From an optimization exercise on the open Yosys and OpenROAD flow, aimed at small area; shortcuts taken in it are not production practice.
At most, simulation tests tie the RTL to the original design; equivalence was not proved.
Power figures rest on the tool's default switching activity, not on a simulated workload.

Setup of rev 12:
// gaussian_noise
module gaussian_noise (Y, select, clk, Y_hat, noise_debug, reset, state);
input [31:0] Y;
input [2:0] select;
input reset;
input clk;
output [31:0] Y_hat, noise_debug;
output [2:0] state;
reg [31:0] g0;   
reg [31:0] g1;   
reg [31:0] g2;   
reg [31:0] g3;   
reg [31:0] g4;   
reg [31:0] g5;   
reg [37:0] ch;   
reg [31:1] ca1, ca2, cb1, cb2;   
wire h00 = ch[6] ^ ch[4] ^ ch[3] ^ ch[2];
wire h01 = ch[5] ^ ch[2];
wire h02 = ch[6] ^ ch[5] ^ ch[3] ^ ch[2];
wire h03 = ch[5] ^ ch[3] ^ ch[2] ^ ch[1] ^ ch[0];
wire h04 = ch[6] ^ ch[4] ^ ch[1];
wire [2:0] n0 = {2'b0,h00} + {2'b0,h01} + {2'b0,h02} + {2'b0,h03} + {2'b0,h04};
wire h10 = ch[6] ^ ch[3] ^ ch[2];
wire h11 = ch[5] ^ ch[4] ^ ch[3];
wire h12 = ch[6] ^ ch[5] ^ ch[3] ^ ch[2];
wire h13 = ch[6] ^ ch[5] ^ ch[4] ^ ch[1];
wire h14 = ch[6] ^ ch[1];
wire [2:0] n1 = {2'b0,h10} + {2'b0,h11} + {2'b0,h12} + {2'b0,h13} + {2'b0,h14};
always @(posedge clk or posedge reset) begin
  if (reset) begin
    g0 <= 32'h0f0f0f0f;
    g1 <= 32'h0fefbf0f;
  ...
export LEC_CHECK = 0
export CAP_MARGIN = 20
export CORE_MARGIN = 2
export CORE_UTILIZATION = 40
export CTS_BUF_LIST = sky130_fd_sc_hd__clkbuf_8
export CTS_CLUSTER_DIAMETER = 60
export CTS_CLUSTER_SIZE = 16
export SLEW_MARGIN = 20
create_clock -name core_clock -period 15.0 [get_ports {clk}]
standard.sh (not shown) runs the stock make flow with config.mk's settings and CLKGATE_MAP_FILE= SYNTH_SCRIPT=/design/flow/synth_recipe.tcl, a recipe that flattens the netlist after the stock synthesis.
==> flow/flow/run.sh <==
#!/bin/bash
# Standard ORFS layout, with the port buffers inserted as the smallest buffer cell.
# Each tool's full log is kept by ORFS under orfs/logs/; make's own output goes to flow_make.log.
set -euo pipefail
bash standard.sh BUFFER_PORTS_ARGS="-buffer_cell sky130_fd_sc_hd__buf_1" finish > flow_make.log 2>&1
What rev 13 does differently from rev 12 at the input level:
--- a/flow/design.v
+++ b/flow/design.v
@@ -65,14 +65,13 @@
   assign b0[ib] = ch[ib+5] ^ ch[ib+3];
 end endgenerate
 wire valid = ~(select[2] & select[1]);   
 wire setb = select[2] | (select[1] & select[0]);   
 wire [5:0] sel1h = {select == 3'd5, select == 3'd4, select == 3'd3, select == 3'd2, select == 3'd1, select == 3'd0};
 wire [31:0] gs = ({32{sel1h[0]}} & g0) | ({32{sel1h[1]}} & g1) | ({32{sel1h[2]}} & g2) | ({32{sel1h[3]}} & g3) | ({32{sel1h[4]}} & g4) | ({32{sel1h[5]}} & g5);
-wire [31:0] c0 = setb ? b0 : a0;
-wire [31:0] c1 = setb ? b1 : a1, c2 = setb ? b2 : a2;
+wire [31:0] c0 = setb ? b0 : a0, c1 = setb ? b1 : a1, c2 = setb ? b2 : a2;
 wire [31:0] v0 = c0;
 wire [31:0] v1 = c1 ^ (gs & ~c0);
 wire [31:0] v2 = c2 ^ (gs & ~(c1 & c0));
 wire [31:0] ra = v0, rb = {v1[30:0], 1'b0}, rc = {v2[29:0], 2'b0};
 wire [31:0] cs = ra ^ rb ^ rc;
 wire [31:0] cc = (ra & rb) | (ra & rc) | (rb & rc);
==> run notes <==
- Taking rev 12 as the reference, in rev 13 worst hold-check slack was more or less identical; final worst-path setup slack shows no meaningful change; number of global-route vias before repair about even; static power due to leakage ~0 delta.
- The part of the power in the clock network of rev 13 and that of rev 12 are within noise of each other.
- Final critical delay including setup and external delays: rev 13 vs rev 12 identical
- Rev 12 and rev 13 ended up with roughly the same count of plain and timing-repair buffers.
- On floorplan die height, rev 12 tracks rev 13 almost exactly.
- Per the comparison of rev 13 with rev 12, cell area after layout did not really move; number of flip-flops and latches in the synthesized netlist did not really move; count of clock-buffer cells in the layout did not really move; fmax did not really move.
- Synthesized cell count: rev 13 vs rev 12 identical
For rev 13, only the layout was checked, not whether the RTL still works.

[separate check: timing with driven ports]
The results above use ideal ports. As a check the final layouts listed here were re-extracted and re-timed, cells and wires unchanged. Step 1: set_driving_cell puts a clkbuf_16 on clk and a buf_2 on each other input, an assumption about the parent block. Step 2, shift: input delay + t, output delay - t, t = (earliest + latest rising clock arrival at the registers) / 2. This alone moves slack from input paths to output paths. Three values: ideal, step 1, step 2; two values: the first two.
run	t, ns	slack for setup (ns)	hold slack, ns	worst setup path after step 2	latest minus earliest clock arrival (ns)
rev 12	0.637	0.795 / 0.773 / 0.773	0.362 / 0.362 / 0.362	input to output	0.027 / 0.028
rev 13	0.637	0.795 / 0.773 / 0.773	0.362 / 0.362 / 0.362	input to output	0.027 / 0.028
After both steps every run listed still meets setup and hold.
